What follows belongs to an exercise in optimizing a design on an open flow for small area and a short achievable clock period; a production flow would make more cautious choices.
No functional check of the RTL was part of any run shown here.
No activity file was given, so power comes from the tool's default toggle rates.

## flow/config.mk

```make
export PLATFORM = sky130hd
export DESIGN_NAME = MAC
export DESIGN_NICKNAME = MAC
export VERILOG_FILES = /design/flow/design.v
export SDC_FILE = /design/flow/constraint.sdc
export NUM_CORES = 4
export LEC_CHECK = 0
export CAP_MARGIN = 20
export CORE_MARGIN = 2
export CORE_UTILIZATION = 40
export SETUP_SLACK_MARGIN = 2.85
export SLEW_MARGIN = 20
export SYNTH_HIERARCHICAL = 1
export SYNTH_MINIMUM_KEEP_SIZE = 0
```

## flow/constraint.sdc

```tcl
create_clock -name core_clock -period 5.5 [get_ports {clk}]
set_input_delay 1.1000 -clock core_clock [delete_from_list [all_inputs] [get_ports {clk}]]
set_output_delay 1.1000 -clock core_clock [all_outputs]
set_load 0.01 [all_outputs]
```

## flow/design.v

```verilog
module halfAdder ( a ,b ,sum ,carry );
output sum ;
output carry ;
input a ;
input b ;
assign  sum = a ^ b ;  
assign  carry = a & b;
endmodule
module halfAdderN ( a ,b ,sum ,carry );
output sum ;
output carry ;
input a ;
input b ;
g_xnor2 x0 (a, b, sum);
g_or2 o0 (a, b, carry);
endmodule
module fullAdder (input a ,b ,cin ,
output sum ,carry );
assign  sum = a ^ b ^ cin;  
assign  carry = (a&b) | (b&cin) | (cin&a);
endmodule
module fullAdderF (input a ,b ,cin ,
output sum ,carry );
wire t;
g_xor2 x0 (a, b, t);
g_xor2 x1 (t, cin, sum);
g_maj3 m0 (a, b, cin, carry);
endmodule
module fullAdderFN (input a ,b ,cin ,
output sum ,carry );
wire t, n0, n1, n2;
g_xor2 x0 (a, b, t);
g_xor2 x1 (t, cin, sum);
g_nand2 m0 (a, b, n0);
g_nand2 m1 (b, cin, n1);
g_nand2 m2 (a, cin, n2);
g_nand3 m3 (n0, n1, n2, carry);
endmodule
module adder4( a ,b ,cin, sum ,carry );
output [3:0] sum ;
output carry ;
input [3:0] a ;
input [3:0] b ;
input cin;
wire [2:0]s;
fullAdder u0 (a[0],b[0],1'b0,sum[0],s[0]);
fullAdder u1 (a[1],b[1],s[0],sum[1],s[1]);
fullAdder u2 (a[2],b[2],s[1],sum[2],s[2]);
fullAdder u3 (a[3],b[3],s[2],sum[3],carry);
endmodule
module alpha_adder16(a,b,cin,sum,carry );
output [15:0] sum ;
output carry ;
input [15:0] a ;
input [15:0] b ;
input cin;
wire [2:0]c;
adder4 a0 (a[3:0],b[3:0],0,sum[3:0],c[0]);
adder4 a1 (a[7:4],b[7:4],c[0],sum[7:4],c[1]);
adder4 a2 (a[11:8],b[11:8],c[1],sum[11:8],c[2]);
adder4 a3 (a[15:12],b[15:12],c[2],sum[15:12],carry);
endmodule
`timescale 1ns / 1ps
module reg_in(clk,in,out);
input clk;
input [7:0]in;
output reg [7:0]out;
always@(posedge clk)
begin
	out<=in;
end
endmodule
module PPG(X,Y,p00,p01,p02,p03,p04,p05,p06,p07,p10,p11,p12,p13,p14,p15,p16,p17,p20,p21,p22,p23,p24,p25,
          p26,p27,p30,p31,p32,p33,p34,p35,p36,p37,p40,p41,p42,p43,p44,p45,p46,p47,p50,p51,p52,p53,
          p54,p55,p56,p57,p60,p61,p62,p63,p64,p65,p66,p67,p70,p71,p72,p73,p74,p75,p76,p77);
      input [7:0] X;
      input [7:0] Y;
		output p00,p01,p02,p03,p04,p05,p06,p07,p10,p11,p12,p13,p14,p15,p16,p17,p20,p21,p22,p23,p24,p25,
           p26,p27,p30,p31,p32,p33,p34,p35,p36,p37,p40,p41,p42,p43,p44,p45,p46,p47,p50,p51,p52,p53,
           p54,p55,p56,p57,p60,p61,p62,p63,p64,p65,p66,p67,p70,p71,p72,p73,p74,p75,p76,p77;
	 assign     p10 = X[1] & Y[0];
    assign     p20 = X[2] & Y[0];
    assign     p30 = X[3] & Y[0];
    assign     p40 = X[4] & Y[0];
    assign     p50 = X[5] & Y[0];
    assign     p60 = X[6] & Y[0];
    assign     p70 = X[7] & Y[0];
    assign     p01 = X[0] & Y[1];
    assign     p11 = X[1] & Y[1];
    assign     p21 = X[2] & Y[1];
    assign     p31 = X[3] & Y[1];
    assign     p41 = X[4] & Y[1];
    assign     p51 = X[5] & Y[1];
    assign     p61 = X[6] & Y[1];
    assign     p71 = X[7] & Y[1];
    assign     p00 = X[0] & Y[0];
    assign     p02 = X[0] & Y[2];
    assign     p12 = X[1] & Y[2];
    assign     p22 = X[2] & Y[2];
    assign     p32 = X[3] & Y[2];
    assign     p42 = X[4] & Y[2];
    assign     p52 = X[5] & Y[2];
    assign     p62 = X[6] & Y[2];
    assign     p72 = X[7] & Y[2];
    assign     p03 = X[0] & Y[3];
    assign     p13 = X[1] & Y[3];
    assign     p23 = X[2] & Y[3];
    assign     p33 = X[3] & Y[3];
    assign     p43 = X[4] & Y[3];
    assign     p53 = X[5] & Y[3];
    assign     p63 = X[6] & Y[3];
    assign     p73 = X[7] & Y[3];
    assign     p04 = X[0] & Y[4];
    assign     p14 = X[1] & Y[4];
    assign     p24 = X[2] & Y[4];
    assign     p34 = X[3] & Y[4];
    assign     p44 = X[4] & Y[4];
    assign     p54 = X[5] & Y[4];
    assign     p64 = X[6] & Y[4];
    assign     p74 = X[7] & Y[4];
    assign     p05 = X[0] & Y[5];
    assign     p15 = X[1] & Y[5];
    assign     p25 = X[2] & Y[5];
    assign     p35 = X[3] & Y[5];
    assign     p45 = X[4] & Y[5];
    assign     p55 = X[5] & Y[5];
    assign     p65 = X[6] & Y[5];
    assign     p75 = X[7] & Y[5];
    assign     p06 = X[0] & Y[6];
    assign     p16 = X[1] & Y[6];
    assign     p26 = X[2] & Y[6];
    assign     p36 = X[3] & Y[6];
    assign     p46 = X[4] & Y[6];
    assign     p56 = X[5] & Y[6];
    assign     p66 = X[6] & Y[6];
    assign     p76 = X[7] & Y[6];
    assign     p07 = X[0] & Y[7];
    assign     p17 = X[1] & Y[7];
    assign     p27 = X[2] & Y[7];
    assign     p37 = X[3] & Y[7];
    assign     p47 = X[4] & Y[7];
    assign     p57 = X[5] & Y[7];
    assign     p67 = X[6] & Y[7];
    assign     p77 = X[7] & Y[7];
endmodule
module PPR(p00,p01,p02,p03,p04,p05,p06,p07,p10,p11,p12,p13,p14,p15,p16,p17,p20,p21,p22,p23,p24,p25,
          p26,p27,p30,p31,p32,p33,p34,p35,p36,p37,p40,p41,p42,p43,p44,p45,p46,p47,p50,p51,p52,p53,
          p54,p55,p56,p57,p60,p61,p62,p63,p64,p65,p66,p67,p70,p71,p72,p73,p74,p75,p76,p77,row1,row2);
input     p00,p01,p02,p03,p04,p05,p06,p07,p10,p11,p12,p13,p14,p15,p16,p17,p20,p21,p22,p23,p24,p25,
          p26,p27,p30,p31,p32,p33,p34,p35,p36,p37,p40,p41,p42,p43,p44,p45,p46,p47,p50,p51,p52,p53,
          p54,p55,p56,p57,p60,p61,p62,p63,p64,p65,p66,p67,p70,p71,p72,p73,p74,p75,p76,p77;
	 output [15:0] row1;
    output [15:0] row2;	 
     wire  [42:1] s;
     wire  [42:1] c;
 	  halfAdder  h1(p60,p51,s[1],c[1]);
     fullAdder  h2(p70,p61,p52,s[2],c[2]);
     halfAdder  h3(p43,p34,s[3],c[3]);
     fullAdder  h4(p62,p53,p44,s[4],c[4]);
     halfAdder  h5(p26,p35,s[5],c[5]);
     fullAdder  h6(p36,p45,p54,s[6],c[6]);
    halfAdder  h7(p31,p40,s[7],c[7]);
    halfAdder  h8(p14,p23,s[8],c[8]);
    fullAdder  h9(p32,p50,p41,s[9],c[9]);
    fullAdder  h10(p06,p15,p24,s[10],c[10]);
    fullAdder  h11(p33,p42,s[1],s[11],c[11]);
    fullAdder  h12(p07,p16,p25,s[12],c[12]);    
    fullAdder  h13(s[2],s[3],c[1],s[13],c[13]);
    fullAdder  h14(p71,p17,s[5],s[14],c[14]);
    fullAdder  h15(c[2],s[4],c[3],s[15],c[15]);
    fullAdder  h16(p63,p27,p72 ,s[16],c[16]);
    fullAdder  h17(s[6],c[4], c[5],s[17],c[17]);
    fullAdder  h18(p55,p64,p73,s[18],c[18]);
    fullAdder  h19(p37,p46,c[6],s[19],c[19]);
    fullAdder  h20(p56,p65,p74,s[20],c[20]);
    halfAdder  h21(p21,p30,s[21],c[21]);
    fullAdder  h22(p13,p22,s[7],s[22],c[22]);
    fullAdder  h23(s[8],s[9],c[7],s[23],c[23]);
    fullAdder  h24(s[11],c[8],c[9],s[24],c[24]);
    fullAdder  h25(s[13],c[10],c[11],s[25],c[25]);
    fullAdder  h26(s[15],c[12],c[13],s[26],c[26]);
    fullAdder  h27(s[17],c[14],c[15],s[27],c[27]);
    fullAdder  h28(s[19],c[16],c[17],s[28],c[28]);
    fullAdder  h29(c[18],c[19],p47,s[29],c[29]);
    fullAdder  h30(p66,p75,c[20],s[30],c[30]);
    halfAdder  h31(p11,p20,s[31],c[31]);
    fullAdder  h32(p03,p12,s[21],s[32],c[32]);
    fullAdder  h33(p04,c[21],s[22],s[33],c[33]);
    fullAdder  h34(p05,s[23],c[22],s[34],c[34]);
    fullAdder  h35(s[10],s[24],c[23],s[35],c[35]);
    fullAdder  h36(s[12],s[25],c[24],s[36],c[36]);
    fullAdder  h37(s[14],s[26],c[25],s[37],c[37]);
    fullAdder  h38(s[16],s[27],c[26],s[38],c[38]);
    fullAdder  h40(s[18],s[28],c[27],s[39],c[39]);
    fullAdder  h41(s[20],s[29],c[28],s[40],c[40]);
    fullAdder  h42(p57,s[30],c[29],s[41],c[41]);
    fullAdder  h43(p67,p76,c[30],s[42],c[42]);
    assign row1[0] = p00;
    assign row1[1] = p01;
    assign row1[2] = p02;
    assign row1[3] = s[32];
    assign row1[4] = s[33];
    assign row1[5] = s[34];
    assign row1[6] = s[35];
    assign row1[7] = s[36];
    assign row1[8] = s[37];
    assign row1[9] = s[38];
    assign row1[10]= s[39];
    assign row1[11]= s[40];
    assign row1[12]= s[41];
    assign row1[13]= s[42];
    assign row1[14]= p77;
    assign row1[15]= 0;
    assign row2[0] = 0;
    assign row2[1] = p10;
    assign row2[2] = s[31];
    assign row2[3] = c[31];
    assign row2[4] = c[32];
    assign row2[5] = c[33];
    assign row2[6] = c[34];
    assign row2[7] = c[35];
    assign row2[8] = c[36];
    assign row2[9] = c[37];
    assign row2[10]= c[38];
    assign row2[11]= c[39];
    assign row2[12]= c[40];
    assign row2[13]= c[41];
    assign row2[14]= c[42];
    assign row2[15]= 0;
endmodule
`timescale 1ns / 1ps
module MAC(clk, reset, X, Y, reg_Pro);
  input clk, reset;
  input [7:0] X;
  input [7:0] Y;
  output reg [15:0] reg_Pro;
  wire p00_d = ~(X[0] & Y[0]);
  wire p01_d = ~(X[0] & Y[1]);
  wire p02_d = ~(X[0] & Y[2]);
  wire p03_d = ~(X[0] & Y[3]);
  wire p04_d = ~(X[0] & Y[4]);
  wire p05_d = ~(X[0] & Y[5]);
  wire p06_d = ~(X[0] & Y[6]);
  wire p07_d = ~(X[0] & Y[7]);
  wire p10_d = ~(X[1] & Y[0]);
  wire p11_d = ~(X[1] & Y[1]);
  wire p12_d = ~(X[1] & Y[2]);
  wire p13_d = ~(X[1] & Y[3]);
  wire p14_d = ~(X[1] & Y[4]);
  wire p15_d = ~(X[1] & Y[5]);
  wire p16_d = ~(X[1] & Y[6]);
  wire p17_d = ~(X[1] & Y[7]);
  wire p20_d = ~(X[2] & Y[0]);
  wire p21_d = ~(X[2] & Y[1]);
  wire p22_d = ~(X[2] & Y[2]);
  wire p23_d = ~(X[2] & Y[3]);
  wire p24_d = ~(X[2] & Y[4]);
  wire p25_d = ~(X[2] & Y[5]);
  wire p26_d = ~(X[2] & Y[6]);
  wire p27_d = ~(X[2] & Y[7]);
  wire p30_d = ~(X[3] & Y[0]);
  wire p31_d = ~(X[3] & Y[1]);
  wire p32_d = ~(X[3] & Y[2]);
  wire p33_d = ~(X[3] & Y[3]);
  wire p34_d = ~(X[3] & Y[4]);
  wire p35_d = ~(X[3] & Y[5]);
  wire p36_d = ~(X[3] & Y[6]);
  wire p37_d = ~(X[3] & Y[7]);
  wire p40_d = ~(X[4] & Y[0]);
  wire p41_d = ~(X[4] & Y[1]);
  wire p42_d = ~(X[4] & Y[2]);
  wire p43_d = ~(X[4] & Y[3]);
  wire p44_d = ~(X[4] & Y[4]);
  wire p45_d = ~(X[4] & Y[5]);
  wire p46_d = ~(X[4] & Y[6]);
  wire p47_d = ~(X[4] & Y[7]);
  wire p50_d = ~(X[5] & Y[0]);
  wire p51_d = ~(X[5] & Y[1]);
  wire p52_d = ~(X[5] & Y[2]);
  wire p53_d = ~(X[5] & Y[3]);
  wire p54_d = ~(X[5] & Y[4]);
  wire p55_d = ~(X[5] & Y[5]);
  wire p56_d = ~(X[5] & Y[6]);
  wire p57_d = ~(X[5] & Y[7]);
  wire p60_d = ~(X[6] & Y[0]);
  wire p61_d = ~(X[6] & Y[1]);
  wire p62_d = ~(X[6] & Y[2]);
  wire p63_d = ~(X[6] & Y[3]);
  wire p64_d = ~(X[6] & Y[4]);
  wire p65_d = ~(X[6] & Y[5]);
  wire p66_d = ~(X[6] & Y[6]);
  wire p67_d = ~(X[6] & Y[7]);
  wire p70_d = ~(X[7] & Y[0]);
  wire p71_d = ~(X[7] & Y[1]);
  wire p72_d = ~(X[7] & Y[2]);
  wire p73_d = ~(X[7] & Y[3]);
  wire p74_d = ~(X[7] & Y[4]);
  wire p75_d = ~(X[7] & Y[5]);
  wire p76_d = ~(X[7] & Y[6]);
  wire p77_d = ~(X[7] & Y[7]);
  wire s1_d, c1_d;
  halfAdderN u_s1(p60_d, p51_d, s1_d, c1_d);
  wire s2_d, c2_d;
  fullAdderF h2(p70_d, p61_d, p52_d, s2_d, c2_d);
  wire s3_d, c3_d;
  halfAdderN u_s3(p43_d, p34_d, s3_d, c3_d);
  wire s4_d, c4_d;
  fullAdderF h4(p62_d, p53_d, p44_d, s4_d, c4_d);
  wire s5_d, c5_d;
  halfAdderN u_s5(p26_d, p35_d, s5_d, c5_d);
  wire s6_d, c6_d;
  fullAdderF h6(p36_d, p45_d, p54_d, s6_d, c6_d);
  wire s7_d, c7_d;
  halfAdderN u_s7(p31_d, p40_d, s7_d, c7_d);
  wire s8_d, c8_d;
  halfAdderN u_s8(p14_d, p23_d, s8_d, c8_d);
  wire s9_d, c9_d;
  fullAdder h9(p32_d, p50_d, p41_d, s9_d, c9_d);
  wire s10_d, c10_d;
  fullAdder h10(p06_d, p15_d, p24_d, s10_d, c10_d);
  wire s11_d, c11_d;
  fullAdderF h11(p33_d, p42_d, s1_d, s11_d, c11_d);
  wire s12_d, c12_d;
  fullAdder h12(p07_d, p16_d, p25_d, s12_d, c12_d);
  wire s13_d, c13_d;
  fullAdderF h13(c1_d, s3_d, s2_d, s13_d, c13_d);
  wire s14_d, c14_d;
  fullAdderF h14(p71_d, p17_d, s5_d, s14_d, c14_d);
  wire s15_d, c15_d;
  fullAdderF h15(c3_d, c2_d, s4_d, s15_d, c15_d);
  wire s16_d, c16_d;
  fullAdder h16(p63_d, p27_d, p72_d, s16_d, c16_d);
  wire s17_d, c17_d;
  fullAdderF h17(c5_d, c4_d, s6_d, s17_d, c17_d);
  wire s18_d, c18_d;
  fullAdder h18(p55_d, p64_d, p73_d, s18_d, c18_d);
  wire s19_d, c19_d;
  fullAdderF h19(p37_d, p46_d, c6_d, s19_d, c19_d);
  wire s20_d, c20_d;
  fullAdder h20(p56_d, p65_d, p74_d, s20_d, c20_d);
  wire s21_d, c21_d;
  halfAdderN u_s21(p21_d, p30_d, s21_d, c21_d);
  wire s22_d, c22_d;
  fullAdder h22(p13_d, p22_d, s7_d, s22_d, c22_d);
  wire s23_d, c23_d;
  fullAdder h23(s8_d, s9_d, c7_d, s23_d, c23_d);
  wire s24_d, c24_d;
  fullAdderF h24(c8_d, c9_d, s11_d, s24_d, c24_d);
  wire s25_d, c25_d;
  fullAdderF h25(c10_d, c11_d, s13_d, s25_d, c25_d);
  wire s26_d, c26_d;
  fullAdderF h26(c12_d, c13_d, s15_d, s26_d, c26_d);
  wire s27_d, c27_d;
  fullAdderF h27(c14_d, c15_d, s17_d, s27_d, c27_d);
  wire s28_d, c28_d;
  fullAdderF h28(c16_d, s19_d, c17_d, s28_d, c28_d);
  wire s29_d, c29_d;
  fullAdderF h29(p47_d, c18_d, c19_d, s29_d, c29_d);
  wire s30_d, c30_d;
  fullAdder h30(p66_d, p75_d, c20_d, s30_d, c30_d);
  wire s31_d, c31_d;
  halfAdderN u_s31(p11_d, p20_d, s31_d, c31_d);
  wire s32_d, c32_d;
  fullAdder h32(p03_d, p12_d, s21_d, s32_d, c32_d);
  wire s33_d, c33_d;
  fullAdder h33(p04_d, c21_d, s22_d, s33_d, c33_d);
  wire s34_d, c34_d;
  fullAdderF h34(p05_d, c22_d, s23_d, s34_d, c34_d);
  wire s35_d, c35_d;
  fullAdderF h35(s10_d, c23_d, s24_d, s35_d, c35_d);
  wire s36_d, c36_d;
  fullAdderF h36(s12_d, c24_d, s25_d, s36_d, c36_d);
  wire s37_d, c37_d;
  fullAdderF h37(s14_d, c25_d, s26_d, s37_d, c37_d);
  wire s38_d, c38_d;
  fullAdderF h38(s16_d, c26_d, s27_d, s38_d, c38_d);
  wire s39_d, c39_d;
  fullAdderF h40(s18_d, c27_d, s28_d, s39_d, c39_d);
  wire s40_d, c40_d;
  fullAdderF h41(s20_d, s29_d, c28_d, s40_d, c40_d);
  wire s41_d, c41_d;
  fullAdderF h42(p57_d, s30_d, c29_d, s41_d, c41_d);
  wire s42_d, c42_d;
  fullAdderF h43(p67_d, p76_d, c30_d, s42_d, c42_d);
  wire [3:0] a0_d = {~s32_d,~p02_d,~p01_d,~p00_d} + {~c31_d,~s31_d,~p10_d,1'b0};
  reg c32_q, s33_q, c33_q, s34_q, c34_q, s35_q, c35_q, s36_q, c36_q, s37_q, c37_q, s38_q, c38_q, s39_q, c39_q, s40_q, c40_q, s41_q, c41_q, s42_q, c42_q, p77_q;
  reg [3:0] a0_q;
  always @(posedge clk) begin
    c32_q <= c32_d;
    s33_q <= s33_d;
    c33_q <= c33_d;
    s34_q <= s34_d;
    c34_q <= c34_d;
    s35_q <= s35_d;
    c35_q <= c35_d;
    s36_q <= s36_d;
    c36_q <= c36_d;
    s37_q <= s37_d;
    c37_q <= c37_d;
    s38_q <= s38_d;
    c38_q <= c38_d;
    s39_q <= s39_d;
    c39_q <= c39_d;
    s40_q <= s40_d;
    c40_q <= c40_d;
    s41_q <= s41_d;
    c41_q <= c41_d;
    s42_q <= s42_d;
    c42_q <= c42_d;
    p77_q <= p77_d;
    a0_q <= a0_d;
  end
  wire c32 = c32_q;
  wire s33 = s33_q;
  wire c33 = c33_q;
  wire s34 = s34_q;
  wire c34 = c34_q;
  wire s35 = s35_q;
  wire c35 = c35_q;
  wire s36 = s36_q;
  wire c36 = c36_q;
  wire s37 = s37_q;
  wire c37 = c37_q;
  wire s38 = s38_q;
  wire c38 = c38_q;
  wire s39 = s39_q;
  wire c39 = c39_q;
  wire s40 = s40_q;
  wire c40 = c40_q;
  wire s41 = s41_q;
  wire c41 = c41_q;
  wire s42 = s42_q;
  wire c42 = c42_q;
  wire p77 = p77_q;
  wire [15:4] row1 = {1'b0,~p77,~s42,~s41,~s40,~s39,~s38,~s37,~s36,~s35,~s34,~s33};
  wire [15:4] row2 = {1'b0,~c42,~c41,~c40,~c39,~c38,~c37,~c36,~c35,~c34,~c33,~c32};
  wire [3:0] dg1 = row1[7:4] & row2[7:4];
  wire [3:0] dt1 = row1[7:4] | row2[7:4];
  wire d1 = dg1[3] | (dt1[3] & dg1[2]) | (dt1[3] & dt1[2] & dg1[1]) | (dt1[3] & dt1[2] & dt1[1] & dg1[0]);
  wire [3:0] dg2 = row1[11:8] & row2[11:8];
  wire [3:0] dt2 = row1[11:8] | row2[11:8];
  wire d2 = dg2[3] | (dt2[3] & dg2[2]) | (dt2[3] & dt2[2] & dg2[1]) | (dt2[3] & dt2[2] & dt2[1] & dg2[0]);
  wire [15:4] cs_s, cs_c;
  wire cs_sn4, cs_cn4;
  fullAdder u_cs4(~reg_Pro[4], s33, c32, cs_sn4, cs_cn4);
  assign cs_s[4] = ~cs_sn4;
  assign cs_c[4] = ~cs_cn4;
  wire cs_sn5, cs_cn5;
  fullAdder u_cs5(~reg_Pro[5], s34, c33, cs_sn5, cs_cn5);
  assign cs_s[5] = ~cs_sn5;
  assign cs_c[5] = ~cs_cn5;
  wire cs_sn6, cs_cn6;
  fullAdder u_cs6(~reg_Pro[6], s35, c34, cs_sn6, cs_cn6);
  assign cs_s[6] = ~cs_sn6;
  assign cs_c[6] = ~cs_cn6;
  wire cs_sn7, cs_cn7;
  fullAdder u_cs7(~reg_Pro[7], s36, c35, cs_sn7, cs_cn7);
  assign cs_s[7] = ~cs_sn7;
  assign cs_c[7] = ~cs_cn7;
  wire cs_sn8, cs_cn8;
  fullAdder u_cs8(~reg_Pro[8], s37, c36, cs_sn8, cs_cn8);
  assign cs_s[8] = ~cs_sn8;
  assign cs_c[8] = ~cs_cn8;
  wire cs_sn9, cs_cn9;
  fullAdder u_cs9(~reg_Pro[9], s38, c37, cs_sn9, cs_cn9);
  assign cs_s[9] = ~cs_sn9;
  assign cs_c[9] = ~cs_cn9;
  wire cs_sn10, cs_cn10;
  fullAdder u_cs10(~reg_Pro[10], s39, c38, cs_sn10, cs_cn10);
  assign cs_s[10] = ~cs_sn10;
  assign cs_c[10] = ~cs_cn10;
  wire cs_sn11, cs_cn11;
  fullAdder u_cs11(~reg_Pro[11], s40, c39, cs_sn11, cs_cn11);
  assign cs_s[11] = ~cs_sn11;
  assign cs_c[11] = ~cs_cn11;
  wire cs_sn12, cs_cn12;
  fullAdder u_cs12(~reg_Pro[12], s41, c40, cs_sn12, cs_cn12);
  assign cs_s[12] = ~cs_sn12;
  assign cs_c[12] = ~cs_cn12;
  wire cs_sn13, cs_cn13;
  fullAdder u_cs13(~reg_Pro[13], s42, c41, cs_sn13, cs_cn13);
  assign cs_s[13] = ~cs_sn13;
  assign cs_c[13] = ~cs_cn13;
  wire cs_sn14, cs_cn14;
  fullAdder u_cs14(~reg_Pro[14], p77, c42, cs_sn14, cs_cn14);
  assign cs_s[14] = ~cs_sn14;
  assign cs_c[14] = ~cs_cn14;
  assign cs_s[15] = reg_Pro[15];
  assign cs_c[15] = 1'b0;
  wire cs_sn15 = ~reg_Pro[15];
  wire cs_cn15 = 1'b1;
  wire gv1 = cs_c[7] & ~d1;
  wire pv1 = cs_c[7] | ~d1;
  wire gv2 = cs_c[11] & ~d2;
  wire pv2 = cs_c[11] | ~d2;
  wire hg0, hp0;
  g_xnor2 u_hp0(reg_Pro[0], a0_q[0], hp0);
  g_nand2 u_hg0(reg_Pro[0], a0_q[0], hg0);
  wire hg1, hp1;
  g_xnor2 u_hp1(reg_Pro[1], a0_q[1], hp1);
  g_nand2 u_hg1(reg_Pro[1], a0_q[1], hg1);
  wire hg2, hp2;
  halfAdder u_gp2(reg_Pro[2], a0_q[2], hp2, hg2);
  wire hg3, hp3;
  g_xnor2 u_hp3(reg_Pro[3], a0_q[3], hp3);
  g_nand2 u_hg3(reg_Pro[3], a0_q[3], hg3);
  wire hg5, hp5;
  g_xnor2 u_hp5(cs_sn5, cs_cn4, hp5);
  g_nor2 u_hg5(cs_sn5, cs_cn4, hg5);
  wire hg6, hp6;
  g_xor2 u_hp6(cs_sn6, cs_cn5, hp6);
  g_nor2 u_hg6(cs_sn6, cs_cn5, hg6);
  wire hg7, hp7;
  g_xor2 u_hp7(cs_sn7, cs_cn6, hp7);
  g_nor2 u_hg7(cs_sn7, cs_cn6, hg7);
  wire hg9, hp9;
  g_xor2 u_hp9(cs_sn9, cs_cn8, hp9);
  g_nor2 u_hg9(cs_sn9, cs_cn8, hg9);
  wire hg10, hp10;
  g_xor2 u_hp10(cs_sn10, cs_cn9, hp10);
  g_nor2 u_hg10(cs_sn10, cs_cn9, hg10);
  wire hg11, hp11;
  g_xor2 u_hp11(cs_sn11, cs_cn10, hp11);
  g_nor2 u_hg11(cs_sn11, cs_cn10, hg11);
  wire hg13, hp13;
  g_xnor2 u_hp13(cs_sn13, cs_cn12, hp13);
  g_nor2 u_hg13(cs_sn13, cs_cn12, hg13);
  wire hg14, hp14;
  g_xor2 u_hp14(cs_sn14, cs_cn13, hp14);
  g_nor2 u_hg14(cs_sn14, cs_cn13, hg14);
  wire hg15, hp15;
  g_xor2 u_hp15(cs_sn15, cs_cn14, hp15);
  g_nor2 u_hg15(cs_sn15, cs_cn14, hg15);
  wire w1;
  g_o21ai u_w1(hp1, hg0, hg1, w1);
  wire w2;
  g_a21oi u_w2(hp2, w1, hg2, w2);
  wire w3;
  g_o21ai u_w3(hp3, w2, hg3, w3);
  wire w4;
  g_nor2 u_w4(hp5, cs_sn4, w4);
  wire w5;
  g_a21oi u_w5(hp6, hg5, hg6, w5);
  wire w6;
  g_nand2 u_w6(hp6, w4, w6);
  wire w7;
  g_a21oi u_w7(hp7, hg6, hg7, w7);
  wire w8;
  g_nand2 u_w8(hp7, hp6, w8);
  wire w9;
  g_inv u_w9(hg5, w9);
  wire w10;
  g_o21ai u_w10(w8, w9, w7, w10);
  wire w11;
  g_inv u_w11(w8, w11);
  wire w12;
  g_nand2 u_w12(w11, w4, w12);
  wire w13;
  g_a21oi u_w13(pv1, w10, gv1, w13);
  wire w14;
  g_inv u_w14(w12, w14);
  wire w15;
  g_nand2 u_w15(pv1, w14, w15);
  wire w16;
  g_inv u_w16(cs_sn8, w16);
  wire w17;
  g_nand2 u_w17(hp9, w16, w17);
  wire w18;
  g_a21oi u_w18(hp10, hg9, hg10, w18);
  wire w19;
  g_inv u_w19(w17, w19);
  wire w20;
  g_nand2 u_w20(hp10, w19, w20);
  wire w21;
  g_a21oi u_w21(hp11, hg10, hg11, w21);
  wire w22;
  g_nand2 u_w22(hp11, hp10, w22);
  wire w23;
  g_inv u_w23(hg9, w23);
  wire w24;
  g_o21ai u_w24(w22, w23, w21, w24);
  wire w25;
  g_nor2 u_w25(w22, w17, w25);
  wire w26;
  g_a21oi u_w26(pv2, w24, gv2, w26);
  wire w27;
  g_nand2 u_w27(pv2, w25, w27);
  wire w28;
  g_nor2 u_w28(hp13, cs_sn12, w28);
  wire w29;
  g_a21oi u_w29(hp14, hg13, hg14, w29);
  wire w30;
  g_nand2 u_w30(hp14, w28, w30);
  wire w31;
  g_inv u_w31(w3, w31);
  wire w32;
  g_o21ai u_w32(w15, w31, w13, w32);
  wire w33;
  g_o21ai u_w33(w27, w13, w26, w33);
  wire w34;
  g_nor2 u_w34(w27, w15, w34);
  wire w35;
  g_a21oi u_w35(w34, w3, w33, w35);
  wire w36;
  g_nor2 u_w36(cs_sn4, w31, w36);
  wire w37;
  g_a21oi u_w37(w4, w3, hg5, w37);
  wire w38;
  g_o21ai u_w38(w6, w31, w5, w38);
  wire w39;
  g_nand2 u_w39(w16, w32, w39);
  wire w40;
  g_a21oi u_w40(w19, w32, hg9, w40);
  wire w41;
  g_inv u_w41(w32, w41);
  wire w42;
  g_o21ai u_w42(w20, w41, w18, w42);
  wire w43;
  g_nor2 u_w43(cs_sn12, w35, w43);
  wire w44;
  g_inv u_w44(w35, w44);
  wire w45;
  g_a21oi u_w45(w28, w44, hg13, w45);
  wire w46;
  g_o21ai u_w46(w30, w35, w29, w46);
  wire [15:0] nxt;
  g_nor2 u_rst0(hp0, reset, nxt[0]);
  wire w47;
  g_xnor2 u_w47(hp1, hg0, w47);
  g_nor2 u_rst1(w47, reset, nxt[1]);
  wire w48;
  g_xnor2 u_w48(hp2, w1, w48);
  g_nor2 u_rst2(w48, reset, nxt[2]);
  wire w49;
  g_xnor2 u_w49(hp3, w2, w49);
  g_nor2 u_rst3(w49, reset, nxt[3]);
  wire w50;
  g_xor2 u_w50(cs_sn4, w3, w50);
  g_nor2 u_rst4(w50, reset, nxt[4]);
  wire w51;
  g_xor2 u_w51(hp5, w36, w51);
  g_nor2 u_rst5(w51, reset, nxt[5]);
  wire w52;
  g_xor2 u_w52(hp6, w37, w52);
  g_nor2 u_rst6(w52, reset, nxt[6]);
  wire w53;
  g_xnor2 u_w53(hp7, w38, w53);
  g_nor2 u_rst7(w53, reset, nxt[7]);
  wire w54;
  g_xnor2 u_w54(w16, w32, w54);
  g_nor2 u_rst8(w54, reset, nxt[8]);
  wire w55;
  g_xor2 u_w55(hp9, w39, w55);
  g_nor2 u_rst9(w55, reset, nxt[9]);
  wire w56;
  g_xor2 u_w56(hp10, w40, w56);
  g_nor2 u_rst10(w56, reset, nxt[10]);
  wire w57;
  g_xnor2 u_w57(hp11, w42, w57);
  g_nor2 u_rst11(w57, reset, nxt[11]);
  wire w58;
  g_xor2 u_w58(cs_sn12, w44, w58);
  g_nor2 u_rst12(w58, reset, nxt[12]);
  wire w59;
  g_xor2 u_w59(hp13, w43, w59);
  g_nor2 u_rst13(w59, reset, nxt[13]);
  wire w60;
  g_xor2 u_w60(hp14, w45, w60);
  g_nor2 u_rst14(w60, reset, nxt[14]);
  wire w61;
  g_xnor2 u_w61(hp15, w46, w61);
  g_nor2 u_rst15(w61, reset, nxt[15]);
  always @(posedge clk) reg_Pro <= nxt;
endmodule
module g_inv (input a, output y);
  assign y = ~a;
endmodule
module g_nand2 (input a, b, output y);
  assign y = ~(a & b);
endmodule
module g_nor2 (input a, b, output y);
  assign y = ~(a | b);
endmodule
module g_xor2 (input a, b, output y);
  assign y = a ^ b;
endmodule
module g_xnor2 (input a, b, output y);
  assign y = ~(a ^ b);
endmodule
module g_a21oi (input a1, a2, b1, output y);
  assign y = ~((a1 & a2) | b1);
endmodule
module g_o21ai (input a1, a2, b1, output y);
  assign y = ~((a1 | a2) & b1);
endmodule
module g_or2 (input a, b, output y);
  assign y = a | b;
endmodule
module g_maj3 (input a, b, c, output y);
  assign y = (a & b) | (b & c) | (c & a);
endmodule
module g_a21boi (input a1, a2, b1n, output y);
  assign y = ~((a1 & a2) | ~b1n);
endmodule
module g_o21bai (input a1, a2, b1n, output y);
  assign y = ~((a1 | a2) & ~b1n);
endmodule
module g_nor2b (input a, bn, output y);
  assign y = ~(a | ~bn);
endmodule
module g_nand3 (input a, b, c, output y);
  assign y = ~(a & b & c);
endmodule
```

## flow/flow/run.sh

```bash
#!/bin/bash
# The standard layout (standard.sh) with two changes:
#  - the port buffers that placement inserts start as the smallest buffer;
#  - after the standard synthesis, combinational cells that abc sized up are set back to
#    drive strength 1 (same function and pins), before floorplan; the flow's repair steps
#    size up again the ones that need it. Registers are not touched.
set -euo pipefail
RES=$PWD/orfs/results/$FLOW_PLATFORM/MAC/base
ARGS=("BUFFER_PORTS_ARGS=-buffer_cell sky130_fd_sc_hd__buf_1")
bash standard.sh "${ARGS[@]}" $RES/1_2_yosys.v > synth.log 2>&1
python3 flow/downsize.py $RES/1_2_yosys.v > downsize.log 2>&1
bash standard.sh "${ARGS[@]}" finish > layout.log 2>&1
```

## flow/flow/downsize.py

```python
# Set abc-upsized combinational cells of the synthesized netlist back to drive strength 1.
import re,sys,collections
path=sys.argv[1]
lib=open('/OpenROAD-flow-scripts/flow/platforms/sky130hd/lib/sky130_fd_sc_hd__tt_025C_1v80.lib').read()
cells=set(re.findall(r'cell \("(sky130_fd_sc_hd__\w+)"\)',lib))
KEEP=('df','dl','sdf','edf','conb','clk','tap','fill','decap','diode','buf','inv','lpflow','probe','ebuf','einv','mux2i')
v=open(path).read()
cnt=collections.Counter()
def sub(m):
    name,base,size=m.group(0),m.group(1),m.group(2)
    short=base.replace('sky130_fd_sc_hd__','')
    if size=='1' or any(short.startswith(k) for k in KEEP): return name
    new='%s_1'%base
    if new not in cells: return name
    cnt[name+' -> '+new]+=1
    return new
v2=re.sub(r'\b(sky130_fd_sc_hd__[a-z0-9]+)_(\d+)\b(?=\s+\S+\s*\()',sub,v)
open(path,'w').write(v2)
for k,n in sorted(cnt.items()): print(n,k)
```

## flow/standard.sh

```bash
#!/bin/bash
# synth_recipe.tcl (not shown) runs the flow's synth.tcl, then flattens the netlist and writes it again
# the make line also repeats each setting of config.mk as NAME=value (left out here)
make -C /OpenROAD-flow-scripts/flow DESIGN_CONFIG=/design/flow/config.mk WORK_HOME=/design/flow/orfs CLKGATE_MAP_FILE= SYNTH_SCRIPT=/design/flow/synth_recipe.tcl "${@:-finish}"
```

==> impl.org, run 1 <==
** Run status
- Outcome :: finished clean

** Cells and area
- Area of the multi-input gates :: 2280 um^2
- The sequential cells in the finished layout cover a total of ~840 um^2.
- In the final design database the tool counted between 400 and 500 nets.
- The filler cells instantiated in the layout total 760.
- For this run, the share of the core covered by cells in the final layout is 47.0%.
- The largest registers in the layout are reg_Pro (16), a0_q (4).
- Leading cell type in the layout, fill and taps excluded :: nand2_1
- Counting flops per register, the top entry is reg_Pro.
- Cells with a size suffix above 1 make up 13.9% of the layout.
- From synthesis to final layout, the design area changed by 15.1%.
- The register with the most flip-flops in the layout has 16 of them.
- Most frequent cells in the layout :: nand2_1, xor2_1, dfxtp_1
- Count of antenna diodes in the layout :: 0

** Clocking
- Clock tree from TritonCTS :: done
- Insertion delay of the later-clocked pin in the worst-skew pair :: 290 ps
- The clock passes through at most 2 buffers.
- The number of hold buffers added after CTS was 0.
- Register clock-pin slew on the reported worst setup and hold paths :: ~80 ps
- The H-tree was split into 2 levels.
- Total clock sinks :: 42
- The tree is rooted in a clkbuf_8.
- Clock tree synthesis inserted a total of 5 buffers.

** Critical path
- STA classifies the critical path startpoint as an input port.
- The critical path is of the in2reg type.
- The slowest stage of the critical path belongs to the cell maj3_2.
- Launching instance or port of the critical path :: Y[4]
- Worst path required time :: 5680 ps
- Of all nets on the critical path, the largest fanout is 8.
- Slowest Stage Delay on Critical Path :: 350 ps
- Element type at the critical path end :: flop
- Register-to-register setup slack :: 3070 ps
- Data on the critical path arrives at its endpoint at 2750 ps.
- Worst path cell trace :: buf_2, nand2_1, or2_1, maj3_2, xor2_1, xor2_1, maj3_2
- Worst R2R Start :: reg_Pro[6]

** Pwr
- IR analysis of the VDD net gives a maximum drop of 0.164 mV.
- Total power consumption of the routed design :: 0.00173 W
- Summed over all cells, the static leakage comes to approximately 1.4 nW.
- Power Dens Cells :: 481 nW/um^2

** Placement
- GPL Wtd Cong :: about 0.8
- Summed over all nets, the half-perimeter wirelength after detailed placement is 4870 um.
- In this run the tool buffered the top-level ports with 33 buffer cells.
- Prior to clock tree synthesis, the placed netlist has a worst setup slack of 2320 ps.

** STA
- Post-route setup slack :: 2930 ps
- Setup violations remaining at the end of the flow were counted as 0.
- Final Skew :: 9.05 ps
- Min cycle time layout :: between 2000 and 3000 ps
- Setup repair after global routing could not meet its margin everywhere.
- Headroom to the max-slew limit came out at 57.8%.
- Hold is met by 539 ps.
- The number of pins with negative max-slew slack in the final report is 0.
- Adding up every negative setup slack in the final design gives 0 ps.
- The final critical path takes up 46.8% of the cycle.
- Highest achievable clock rate :: ~0.39 GHz
- For the pin with the worst max-slew slack, the measured transition is around 630 ps.
- The number of hold violations in the final report was 0.

** Routing
- Total via count after detailed routing :: 2306
- The first routing iteration left 44 violations.
- First drt pass iteration count :: 4
- Ratio of routed vias to standard cells :: roughly 4.6
- Dividing the detail-routed wire length by the instance count gives 11.7 um.
- After detailed routing, the number of remaining DRC violations is 0.
- Antenna viol nets, final :: 0
- Wires add up to 5840 um.

** Floorplan
- In this run the standard cell core region covers ~7600 um^2.
- Die Height :: 92.4 um
- Top-Level Pins :: 34
- Standard-cell row count :: 32
- Horiz. Die Dim :: 92.4 um
- Die area :: 8530 um^2
- Initial cell density of the core :: 40.9%

** Hold path
- The startpoint identified for the worst hold timing path is a0_q[0].
- Worst Hold Class :: reg2reg

** Global route
- The via count of the first global-routing pass came to 2165.
- The first global-routing pass estimated 10100 um of wire.
- For this run the aggregate overflow at the end of global routing stands at 0.
- Number of antenna violations at the first check in global routing :: 0
- Entering global routing, the biggest net connects 17 pins.
- Global routing used 14.6% of the available tracks.

** Flow run
- Max-cap violations :: 0

** Yosys
- Post-Syn Area :: 3120 um^2
- Synthesis produced a netlist with a net count of around 410.
- Mean post-synth cell area :: 8.56 um^2
- Count of synthesis-stage warnings from yosys :: 7
- Synthesized netlist cell count :: 365
==> where the power goes <==
part           internal (W)  switching (W)
combinational      0.000437       0.000568
sequential         0.000409      0.0000812
clock              0.000135       0.000101
total              0.000982       0.000750
==> stage by stage <==
stage / area (um^2) / instances
after CTS: 3550 / 497
after floorplan: 3370 / 365
after detailed placement: 3420 / 489
final: 3600 / 498
after global placement: 3420 / 489
after global routing: 3600 / 498
==> cell type report <==
cell class / count / area share [%]
flip-flops and latches: 42 / 23.4
clock inverters: 2 / 1.04
inverters: 22 / 2.30
clock buffers: 6 / 2.02
multi-input cells: 290 / 63.5
repair buffers: 34 / 4.24
well taps: 102 / 3.55
==> critical path, delay by kind of cell <==
kind / cells / cell delay, ps
AND/OR/NAND/NOR: 2 / 430
buffers and inverters: 1 / 230
XOR/XNOR: 2 / 330
adder cells (fa/ha/maj): 2 / 660
==> metal layers <==
layer / global-route usage (%) / wire length, um / up-vias
met1: 20.6 / 2900 / 1053
met4: 4.10 / 80 / 0
met3: 1.95 / 196 / 6
met5: 0 / 0 / -
li1: - / - / 1206
met2: 23.5 / 2660 / 41
==> path summary, 6_finish.rpt <==
check | cells past startpoint | endpoint
worst max-delay path | 7 | c38_q
worst min-delay path | 2 | reg_Pro[0]
worst max register to register | 13 | reg_Pro[11]
worst min register to register | 2 | reg_Pro[0]
==> what timing repair did <==
| action | 4_1_cts | 5_1_grt |
|---|---|---|
| buffers inserted | 0 | 1 |
| gates cloned | 0 | 0 |
| gates resized for setup | 12 | 8 |
| setup endpoints to repair | 17 | 11 |
| hold endpoints to repair | 0 | 0 |
| pin swaps | 0 | 1 |
==> inputs of run 2 (changes only) <==
--- a/flow/config.mk
+++ b/flow/config.mk
@@ -9,5 +9,5 @@
 export CORE_MARGIN = 2
 export CORE_UTILIZATION = 40
-export SETUP_SLACK_MARGIN = 2.85
+export SETUP_SLACK_MARGIN = 2.8
 export SLEW_MARGIN = 20
 export SYNTH_HIERARCHICAL = 1
==> impl.org, run 2 <==
** Clocking
- After clock tree synthesis, the clock-pin slew on the worst setup and hold paths is 80 ps.
- CTS placed an instance of clkbuf_8 at the clock tree root.
- Counting along the longest clock path gives a buffer depth of 2.
- The number of clock buffers added by TritonCTS is 5.
- TritonCTS built the clock tree.
- Number of levels in the clock H-tree :: 2
- Number of setup buffers added after CTS :: 0
- The clock net in this run drives a total of 42 sinks.
- Buffers inserted to repair hold after CTS numbered 0.
- Clock latency on the worst-skew pair, taken at its later pin, is 280 ps.

** Routing
- Antenna viol nets, final :: 0
- The first routing iteration left 45 violations.
- For this run, the detailed router's first-pass iteration total came to 4.
- After detailed routing, the number of remaining DRC violations is 0.
- Ratio of routed vias to standard cells :: 4.63
- Average routed wire per standard cell :: around 11 um
- WL final :: 5680 um
- Total via count after detailed routing :: 2303

** Pwr
- The worst-case IR drop observed on VDD is ~0.17 mV.
- Switching portion of total power :: between 40% and 50%
- Clock network fraction of design power :: 11.6%
- The design draws 0.00169 W.
- Internal power component :: 0.000943 W
- Power Dens Cells :: about 480 nW/um^2
- For this design the total switching power over the nets is between 0.0007 and 0.0008 W.
- Static power due to leakage :: 1.32 nW
- Sequential share of power :: 28.9%
- Per report_power, the combinational group accounts for 59.5% of the total.

** Placement
- DP Area :: 3380 um^2
- Input/output buffers :: 33
- Routability-driven placement finished with a final weighted congestion of 0.812.
- Half-perimeter wire length of the detailed placement result :: 4790 um
- Minimum setup slack after placement :: 2390 ps

** Floorplan
- Core region area :: 7650 um^2
- Die area :: 8530 um^2
- The die is 92.4 um tall.
- The floorplan step set the die width to just over 90 um.
- In this run the count of I/O pins placed on the die edge is 34.
- The floorplan has 32 rows.
- For this configuration, the core starts out at a cell density of 40.9%.

** Global route
- After global routing the overflow that remains totals 0.
- Via count of the first global-routing pass :: 2243
- The initial antenna violation count was 0.
- Maximum number of pins on one net before global-route repair :: 17
- All-Layer GR Usage :: 14.8%
- First-pass GRT wire length :: 10300 um

** Yosys
- Post-synth net total :: 408
- A synthesized cell averages 8.56 um^2.
- In this run the cell area of the synthesized design comes to 3120 um^2.
- Synthesis produced around 370 cells.
- Count of synthesis-stage warnings from yosys :: 7

** Cells and area
- Number of flip-flops under the largest register name :: 16
- The post-route netlist has between 10% and 20% of its cells at a drive strength greater than 1.
- In the layout the commonest cells are nand2_1, xor2_1, dfxtp_1.
- Number of nets in the final layout :: 437
- Leading cell type in the layout, fill and taps excluded :: nand2_1
- Measured on the finished design, the core utilization comes to between 40% and 50%.
- Compared with the post-synthesis result, the final layout area differs by 12.6%.
- Once layout is done, the placed cells without fillers occupy between 3000 and 4000 um^2.
- reg_Pro holds more flip-flops than any other register.
- Largest registers :: reg_Pro (16), a0_q (4)
- Count of antenna diodes in the layout :: 0

** Critical path
- Register-to-register setup slack :: 3090 ps
- Worst R2R Start :: reg_Pro[7]
- R2R Path End :: reg_Pro[14]
- Data arrival at the endpoint of the critical path :: 2770 ps
- Kind of launch point of the worst setup path :: input port
- The critical path crosses 7 cells after its start point.
- Worst path required time :: 5670 ps
- Counting stages on the worst path, the most repeated cell is maj3_2.
- Following the worst setup path forward leads to its endpoint at c39_q.
- For this run, the slowest stage of the critical path takes around 350 ps.
- Number of cells traversed by the worst register-to-register path :: 12
- Dominant delay contributor by cell family on the critical path :: adder cells
- Counting both buffers and inverters, the worst setup path holds a total of 1.
- On the critical path, the stage with the largest delay is an instance of maj3_2.
- The worst setup path is captured at a flop.
- Worst path cell trace :: buf_2, nand2_1, maj3_2, xor2_1, xor2_1, maj3_2, maj3_2
- Of all nets on the critical path, the largest fanout is 8.
- Tracing the worst setup path back leads to its startpoint at X[6].
- Start-to-end type of the worst setup path :: in2reg

** STA
- Max-slew violations :: 0
- The worst pin sits at a relative slew slack of between 50% and 60%.
- For the pin with the worst max-slew slack, the measured transition is 673 ps.
- After routing, the total negative slack on setup checks comes to 0 ps.
- The number of hold violations in the final report is 0.
- Setup repair after global routing could not meet its margin everywhere.
- The final critical path takes up 47.2% of the cycle.
- Number of failing setup endpoints in the final timing report :: 0
- Post-route setup slack :: roughly 2900 ps
- Min cycle time layout :: 2590 ps
- Static timing analysis puts the maximum clock frequency at 0.385 GHz.
- Clock skew on the completed layout was measured at 5.90 ps.

** Hold path
- The worst hold path was traced through 2 stages.
- Worst Hold Class :: reg2reg

** Flow run
- Max-cap violations in this run came to 0.

** Run status
- Outcome :: finished clean
## run 2: cell count changes in the layout (fill, tap and decap cells not counted), moves of 2 or more
cell and delta:
nand2_2 +4, nand2_1 +3, xor2_2 -2, nand2_4 -7, xor2_1 +2
## run 2: how the worst min path moves through the flow
stage / from / endpoint / slack [ps]
floorplan: a0_q[0] / reg_Pro[0] / 480
global placement: a0_q[0] / reg_Pro[0] / 500
detailed placement: a0_q[0] / reg_Pro[0] / 530
CTS: a0_q[0] / reg_Pro[0] / 550
global route: reg_Pro[0] / reg_Pro[0] / 570
finish: a0_q[0] / reg_Pro[0] / 540
## run 2: power by group through the flow
stage	clock network, W	registers [W]	logic [W]
after floorplan	0	0.000502	0.000813
after global placement	0	0.000494	0.000971
after detailed placement	0	0.000497	0.000995
after CTS	0.000204	0.000490	0.000999
after global routing	0.000216	0.000505	0.00117
final	0.000196	0.000489	0.00100
## run 2: metrics by stage
stage,cells,hold slack [ps]
after floorplan,365,484
after CTS,497,552
after detailed placement,489,530
after global routing,497,566
after global placement,489,497
final,497,541
## run 2: timing repair
action,CTS,global route
pin swaps,0,2
setup endpoints to repair,11,10
resized for setup,11,8
## run 2: layout make-up
class	count	area, um^2
sequential	42	841
tap	102	128
clock buffer	7	86.3
clock inverter	1	5.00
fill	784	4130
inverter	22	82.6
timing repair buffer	33	143
multi-input combinational	290	2230
## run 2: worst register-to-register path, delay by kind of cell, from the launching register on
family,cells,cell delay [ps]
buffers and inverters,2,150
adder cells (fa/ha/maj),1,500
flip-flops,1,330
AND/OR/NAND/NOR,1,50
AO/OA/AOI/OAI,6,880
XOR/XNOR,2,350
## run 2: routing by layer
| layer | vias to the layer above | GRT usage, % | routed length [um] |
|---|---|---|---|
| li1 | 1208 | - | - |
| met1 | 1065 | 20.1 | 2820 |
| met2 | 28 | 24.4 | 2660 |
| met3 | 2 | 2.60 | 154 |
| met4 | 0 | 4.10 | 44 |
| met5 | - | 0 | 0 |
==> inputs of run 3 (changes only) <==
--- a/flow/design.v
+++ b/flow/design.v
@@ -553,122 +553,114 @@
   g_o21ai u_w10(w8, w9, w7, w10);
   wire w11;
-  g_inv u_w11(w8, w11);
+  g_nor2b u_w11(w8, w4, w11);
   wire w12;
-  g_nand2 u_w12(w11, w4, w12);
+  g_a21oi u_w12(pv1, w10, gv1, w12);
   wire w13;
-  g_a21oi u_w13(pv1, w10, gv1, w13);
+  g_nand2 u_w13(pv1, w11, w13);
   wire w14;
-  g_inv u_w14(w12, w14);
+  g_nor2b u_w14(cs_sn8, hp9, w14);
   wire w15;
-  g_nand2 u_w15(pv1, w14, w15);
+  g_a21oi u_w15(hp10, hg9, hg10, w15);
   wire w16;
-  g_inv u_w16(cs_sn8, w16);
+  g_nand2 u_w16(hp10, w14, w16);
   wire w17;
-  g_nand2 u_w17(hp9, w16, w17);
+  g_a21oi u_w17(hp11, hg10, hg11, w17);
   wire w18;
-  g_a21oi u_w18(hp10, hg9, hg10, w18);
+  g_nand2 u_w18(hp11, hp10, w18);
   wire w19;
-  g_inv u_w19(w17, w19);
+  g_inv u_w19(hg9, w19);
   wire w20;
-  g_nand2 u_w20(hp10, w19, w20);
+  g_o21ai u_w20(w18, w19, w17, w20);
   wire w21;
-  g_a21oi u_w21(hp11, hg10, hg11, w21);
+  g_nor2b u_w21(w18, w14, w21);
   wire w22;
-  g_nand2 u_w22(hp11, hp10, w22);
+  g_a21oi u_w22(pv2, w20, gv2, w22);
   wire w23;
-  g_inv u_w23(hg9, w23);
+  g_nand2 u_w23(pv2, w21, w23);
   wire w24;
-  g_o21ai u_w24(w22, w23, w21, w24);
+  g_nor2 u_w24(hp13, cs_sn12, w24);
   wire w25;
-  g_nor2 u_w25(w22, w17, w25);
+  g_a21oi u_w25(hp14, hg13, hg14, w25);
   wire w26;
-  g_a21oi u_w26(pv2, w24, gv2, w26);
+  g_nand2 u_w26(hp14, w24, w26);
   wire w27;
-  g_nand2 u_w27(pv2, w25, w27);
+  g_inv u_w27(w3, w27);
   wire w28;
-  g_nor2 u_w28(hp13, cs_sn12, w28);
+  g_o21ai u_w28(w13, w27, w12, w28);
   wire w29;
-  g_a21oi u_w29(hp14, hg13, hg14, w29);
+  g_o21ai u_w29(w23, w12, w22, w29);
   wire w30;
-  g_nand2 u_w30(hp14, w28, w30);
+  g_nor2 u_w30(w23, w13, w30);
   wire w31;
-  g_inv u_w31(w3, w31);
+  g_a21oi u_w31(w30, w3, w29, w31);
   wire w32;
-  g_o21ai u_w32(w15, w31, w13, w32);
+  g_nor2 u_w32(cs_sn4, w27, w32);
   wire w33;
-  g_o21ai u_w33(w27, w13, w26, w33);
+  g_a21oi u_w33(w4, w3, hg5, w33);
   wire w34;
-  g_nor2 u_w34(w27, w15, w34);
+  g_o21ai u_w34(w6, w27, w5, w34);
   wire w35;
-  g_a21oi u_w35(w34, w3, w33, w35);
+  g_nor2b u_w35(cs_sn8, w28, w35);
   wire w36;
-  g_nor2 u_w36(cs_sn4, w31, w36);
+  g_a21oi u_w36(w14, w28, hg9, w36);
   wire w37;
-  g_a21oi u_w37(w4, w3, hg5, w37);
+  g_inv u_w37(w28, w37);
   wire w38;
-  g_o21ai u_w38(w6, w31, w5, w38);
+  g_o21ai u_w38(w16, w37, w15, w38);
   wire w39;
-  g_nand2 u_w39(w16, w32, w39);
+  g_nor2 u_w39(cs_sn12, w31, w39);
   wire w40;
-  g_a21oi u_w40(w19, w32, hg9, w40);
+  g_inv u_w40(w31, w40);
   wire w41;
-  g_inv u_w41(w32, w41);
+  g_a21oi u_w41(w24, w40, hg13, w41);
   wire w42;
-  g_o21ai u_w42(w20, w41, w18, w42);
+  g_o21ai u_w42(w26, w31, w25, w42);
+  wire [15:0] nxt;
+  g_nor2 u_rst0(hp0, reset, nxt[0]);
   wire w43;
-  g_nor2 u_w43(cs_sn12, w35, w43);
+  g_xnor2 u_w43(hp1, hg0, w43);
+  g_nor2 u_rst1(w43, reset, nxt[1]);
   wire w44;
-  g_inv u_w44(w35, w44);
+  g_xnor2 u_w44(hp2, w1, w44);
+  g_nor2 u_rst2(w44, reset, nxt[2]);
   wire w45;
-  g_a21oi u_w45(w28, w44, hg13, w45);
+  g_xnor2 u_w45(hp3, w2, w45);
+  g_nor2 u_rst3(w45, reset, nxt[3]);
   wire w46;
-  g_o21ai u_w46(w30, w35, w29, w46);
-  wire [15:0] nxt;
-  g_nor2 u_rst0(hp0, reset, nxt[0]);
+  g_xor2 u_w46(cs_sn4, w3, w46);
+  g_nor2 u_rst4(w46, reset, nxt[4]);
   wire w47;
-  g_xnor2 u_w47(hp1, hg0, w47);
-  g_nor2 u_rst1(w47, reset, nxt[1]);
+  g_xor2 u_w47(hp5, w32, w47);
+  g_nor2 u_rst5(w47, reset, nxt[5]);
   wire w48;
-  g_xnor2 u_w48(hp2, w1, w48);
-  g_nor2 u_rst2(w48, reset, nxt[2]);
+  g_xor2 u_w48(hp6, w33, w48);
+  g_nor2 u_rst6(w48, reset, nxt[6]);
   wire w49;
-  g_xnor2 u_w49(hp3, w2, w49);
-  g_nor2 u_rst3(w49, reset, nxt[3]);
+  g_xnor2 u_w49(hp7, w34, w49);
+  g_nor2 u_rst7(w49, reset, nxt[7]);
   wire w50;
-  g_xor2 u_w50(cs_sn4, w3, w50);
-  g_nor2 u_rst4(w50, reset, nxt[4]);
+  g_xor2 u_w50(cs_sn8, w28, w50);
+  g_nor2 u_rst8(w50, reset, nxt[8]);
   wire w51;
-  g_xor2 u_w51(hp5, w36, w51);
-  g_nor2 u_rst5(w51, reset, nxt[5]);
+  g_xnor2 u_w51(hp9, w35, w51);
+  g_nor2 u_rst9(w51, reset, nxt[9]);
   wire w52;
-  g_xor2 u_w52(hp6, w37, w52);
-  g_nor2 u_rst6(w52, reset, nxt[6]);
+  g_xor2 u_w52(hp10, w36, w52);
+  g_nor2 u_rst10(w52, reset, nxt[10]);
   wire w53;
-  g_xnor2 u_w53(hp7, w38, w53);
-  g_nor2 u_rst7(w53, reset, nxt[7]);
+  g_xnor2 u_w53(hp11, w38, w53);
+  g_nor2 u_rst11(w53, reset, nxt[11]);
   wire w54;
-  g_xnor2 u_w54(w16, w32, w54);
-  g_nor2 u_rst8(w54, reset, nxt[8]);
+  g_xor2 u_w54(cs_sn12, w40, w54);
+  g_nor2 u_rst12(w54, reset, nxt[12]);
   wire w55;
-  g_xor2 u_w55(hp9, w39, w55);
-  g_nor2 u_rst9(w55, reset, nxt[9]);
+  g_xor2 u_w55(hp13, w39, w55);
+  g_nor2 u_rst13(w55, reset, nxt[13]);
   wire w56;
-  g_xor2 u_w56(hp10, w40, w56);
-  g_nor2 u_rst10(w56, reset, nxt[10]);
+  g_xor2 u_w56(hp14, w41, w56);
+  g_nor2 u_rst14(w56, reset, nxt[14]);
   wire w57;
-  g_xnor2 u_w57(hp11, w42, w57);
-  g_nor2 u_rst11(w57, reset, nxt[11]);
-  wire w58;
-  g_xor2 u_w58(cs_sn12, w44, w58);
-  g_nor2 u_rst12(w58, reset, nxt[12]);
-  wire w59;
-  g_xor2 u_w59(hp13, w43, w59);
-  g_nor2 u_rst13(w59, reset, nxt[13]);
-  wire w60;
-  g_xor2 u_w60(hp14, w45, w60);
-  g_nor2 u_rst14(w60, reset, nxt[14]);
-  wire w61;
-  g_xnor2 u_w61(hp15, w46, w61);
-  g_nor2 u_rst15(w61, reset, nxt[15]);
+  g_xnor2 u_w57(hp15, w42, w57);
+  g_nor2 u_rst15(w57, reset, nxt[15]);
   always @(posedge clk) reg_Pro <= nxt;
 endmodule
--- a/flow/config.mk
+++ b/flow/config.mk
@@ -9,5 +9,5 @@
 export CORE_MARGIN = 2
 export CORE_UTILIZATION = 40
-export SETUP_SLACK_MARGIN = 2.8
+export SETUP_SLACK_MARGIN = 2.85
 export SLEW_MARGIN = 20
 export SYNTH_HIERARCHICAL = 1
==> impl.org, run 3 <==
** STA
- Number of failing setup endpoints in the final timing report :: 0
- At the pin with the least slew margin, the transition time is 685 ps.
- Final Skew :: 11.8 ps
- Setup total negative slack on the finished layout was measured at 0 ps.
- The final critical path takes up 46.9% of the cycle.
- Headroom to the max-slew limit came out at between 50% and 60%.
- Setup repair after global routing could not meet its margin everywhere.
- Highest achievable clock rate :: 0.388 GHz
- Number of hold violations in the final report :: 0
- Max-slew violations :: 0
- Min cycle time layout :: approximately 2600 ps

** Clocking
- TritonCTS built the clock tree.
- Counting along the longest clock path gives a buffer depth of 2.
- After clock tree synthesis, the clock-pin slew on the worst setup and hold paths is 80 ps.
- The later pin in the worst-skew pair is clocked with a latency of 290 ps.
- Number of levels in the clock H-tree :: 2
- Total clock sinks :: 42
- Clock buffer count from CTS :: 5
- The tree is rooted in a clkbuf_8.

** Critical path
- Data on the critical path arrives at its endpoint at 2750 ps.
- The cell that appears most often on the critical path is xor2_1.
- On the critical path the largest part of the delay comes from XOR/XNOR gates.
- The critical path is of the in2reg type.
- Cell at the slowest stage of the critical path :: maj3_2
- Walking the worst path, the cells encountered are buf_2, nand2_1, or2_1, xor2_1, xor2_1, buf_4, xor2_1, maj3_2.
- Worst path required time :: 5670 ps
- Max Fanout on Critical Path :: 8
- Kind of launch point of the worst setup path :: input port
- The worst setup path is captured at a flop.
- Number of cells traversed by the worst register-to-register path :: 12
- Counting buffers and inverters, the worst setup path is 8 cells deep.
- The critical path contains buffers and inverters numbering 2 combined.
- Slowest Stage Delay on Critical Path :: about 320 ps

** Cells and area
- The largest registers in the layout are reg_Pro (16), a0_q (4).
- The final layout contains 434 nets.
- The library cells used most frequently in the layout, excluding fill and tap cells, are xor2_1, nand2_1, dfxtp_1.
- The filler cells instantiated in the layout total 763.
- From synthesis to final layout, the design area changed by 14.3%.
- Number of flip-flops under the largest register name :: 16
- The post-route netlist has 14.0% of its cells at a drive strength greater than 1.
- The register with the most flip-flops in the final layout is reg_Pro.
- Count of antenna diodes in the layout :: 0
- Post-route standard cell area excluding fillers :: 3560 um^2
- Register cell area after layout :: between 800 and 900 um^2
- Summing all multi-input logic gate instances after layout gives 2280 um^2.
- The library cell used most frequently in the layout, excluding fill and tap cells, is xor2_1.

** Pwr
- Switching power summed over all nets :: 0.000741 W
- Proportion of power drawn by combinational gates :: 59.1%
- Per report_power, the clock group accounts for 11.9% of the total.
- Internal power component :: between 0.0009 and 0.001 W
- Sequential share of power :: 29.0%
- Switching portion of total power :: 43.7%
- Worst IR drop on VDD :: ~0.16 mV
- For this design the static power due to leakage is 1.33 nW.
- Power Dens Cells :: roughly 480 nW/um^2

** Routing
- In the routed layout, each cell is associated on average with a via count of 4.64.
- Summing over every cut layer, the via total after detailed routing is 2292.
- Summed over all layers, the routed wires come to 5830 um.
- For this run, the detailed router's first-pass iteration total came to 4.
- After detailed routing, the average wire length per cell comes to between 10 and 15 um.
- Once detail routing completed, the nets flagged for antenna violations numbered 0.
- DRT iter0 DRCs :: 32
- Residual DRC count :: 0

** Global route
- Global routing finished with a remaining overflow of 0.
- The via count of the first global-routing pass came to 2307.
- In the global route stage, overall resource usage came out at 14.8%.
- The first global-routing pass estimated 10200 um of wire.
- Maximum number of pins on one net before global-route repair :: 17
- The initial antenna violation count was 0.

** Floorplan
- In this run the horizontal extent of the chip is 92.3 um.
- In this run the count of I/O pins placed on the die edge is 34.
- Initial cell density of the core :: about two fifths
- Measured along the y axis, the die boundary spans 92.3 um.
- Die area :: 8520 um^2
- After floorplanning, the core was divided into 32 placement rows.
- After floorplanning, the core was sized to cover around 7600 um^2.

** Placement
- Summing all placed instances gives a cell area of 3420 um^2.
- The congestion estimate from routability-driven global placement came to 0.806.
- Once detailed placement completed, the half-perimeter wirelength came to 4820 um.
- Input/output buffers :: 33

** Yosys
- Counting every net in the synthesized netlist gives 404.
- The average instance in the mapped netlist occupies 8.64 um^2.
- Synthesis produced between 300 and 400 cells.
- Post-Syn Area :: about 3100 um^2
- Yosys printed 7 warnings.

** Hold path
- The min-delay analysis places its worst path in the category reg2reg.
- Along the worst hold path, the cell count comes to 2.

** Flow run
- Max-cap violations :: 0

** Run status
- Outcome :: finished clean
==> run 3: cell types whose count changed in the layout (fill, tap and decap cells not counted), sizes merged <==
cell / delta
clkinvlp: +1
inv: -4
nand2: -3
nor2: -1
nor2b: +4
==> run 3: layout make-up <==
type / instances / share of cell area, %
Clock buffer: 6 / 2.32
Clock inverter: 2 / 0.351
Timing Repair Buffer: 34 / 4.35
Sequential cell: 42 / 23.6
Tap cell: 102 / 3.58
Inverter: 18 / 1.90
Multi-Input combinational cell: 290 / 63.9
==> run 3: worst paths after layout <==
kind	startpoint	end	slack, ps
hold reg to reg	a0_q[0]	reg_Pro[0]	530
setup / recovery	Y[4]	c37_q	2920
setup reg to reg	reg_Pro[9]	reg_Pro[14]	3060
hold / removal	a0_q[0]	reg_Pro[0]	530
==> run 3: stage by stage <==
step / util [%] / hold slack (ps) / worst slack [ps] / power (W) / instances
2_1_floorplan: - / 484 / 2830 / 0.00132 / 361
3_3_place_gp: 44.7 / 516 / 2370 / 0.00147 / 485
3_5_place_dp: 44.7 / 524 / 2330 / 0.00149 / 485
4_1_cts: 46.2 / 531 / 2880 / 0.00170 / 493
5_1_grt: 46.6 / 582 / 2830 / 0.00188 / 494
6_report: 46.6 / 533 / 2920 / 0.00170 / 494
==> run 3: timing repair <==
action / in CTS / in global routing
pin swaps: 0 / 1
hold buffers: 0 / 0
resized for setup: 12 / 8
buffers inserted: 0 / 1
endpoints found under the setup margin: 17 / 9
==> run 3: tightest hold or removal path, cell delays in order, from the launching register on <==
cell and delay, ps:
dfxtp_1 360, xnor2_1 80, nor2_1 70
==> run 3: metal layers <==
| layer | track usage (%) | vias up | wire length, um |
|---|---|---|---|
| li1 | - | 1207 | - |
| met1 | 19.6 | 1050 | 2980 |
| met2 | 25.4 | 33 | 2660 |
| met3 | 2.20 | 2 | 137 |
| met4 | 3.36 | 0 | 49 |
| met5 | 0 | - | 0 |
==> run 3: power groups by stage <==
stage	logic [W]	clock network (W)	registers, W
after floorplan	0.000819	0	0.000502
after global placement	0.000974	0	0.000494
after detailed placement	0.000993	0	0.000499
after CTS	0.000996	0.000210	0.000492
after global routing	0.00115	0.000226	0.000508
final	0.00100	0.000202	0.000492

==> port drivers added, routing unchanged <==
Ports are ideal in the flow. The routed layouts listed here were re-timed in OpenROAD. Step 1, drivers: a clkbuf_16 drives clk and a buf_2 each remaining input, both assumed. Step 2 adds t to the input delays and takes it off the output delays; t is the mean of the earliest and latest rising clock arrival at the registers after step 1. Input paths then give back, and output paths get back, about the clock's delay inside the block. Three values: ideal, step 1, step 2; two values: the first two.
| run | shift t [ns] | slack for setup (ns) | worst hold slack (ns) | worst setup path after step 2 | pins driven straight from the clock port |
|---|---|---|---|---|---|
| run 1 | 0.312 | 2.926 / 2.931 / 2.618 | 0.539 / 0.539 / 0.539 | input to register | 1 |
| run 2 | 0.309 | 2.905 / 2.913 / 2.604 | 0.541 / 0.541 / 0.541 | input to register | 1 |
| run 3 | 0.308 | 2.921 / 2.928 / 2.620 | 0.533 / 0.533 / 0.533 | input to register | 1 |
After both steps setup and hold are still met in every run listed. The setup slack of run 1, which loses most, moves by +0.005 ns with the drivers and by -0.308 ns with both steps.
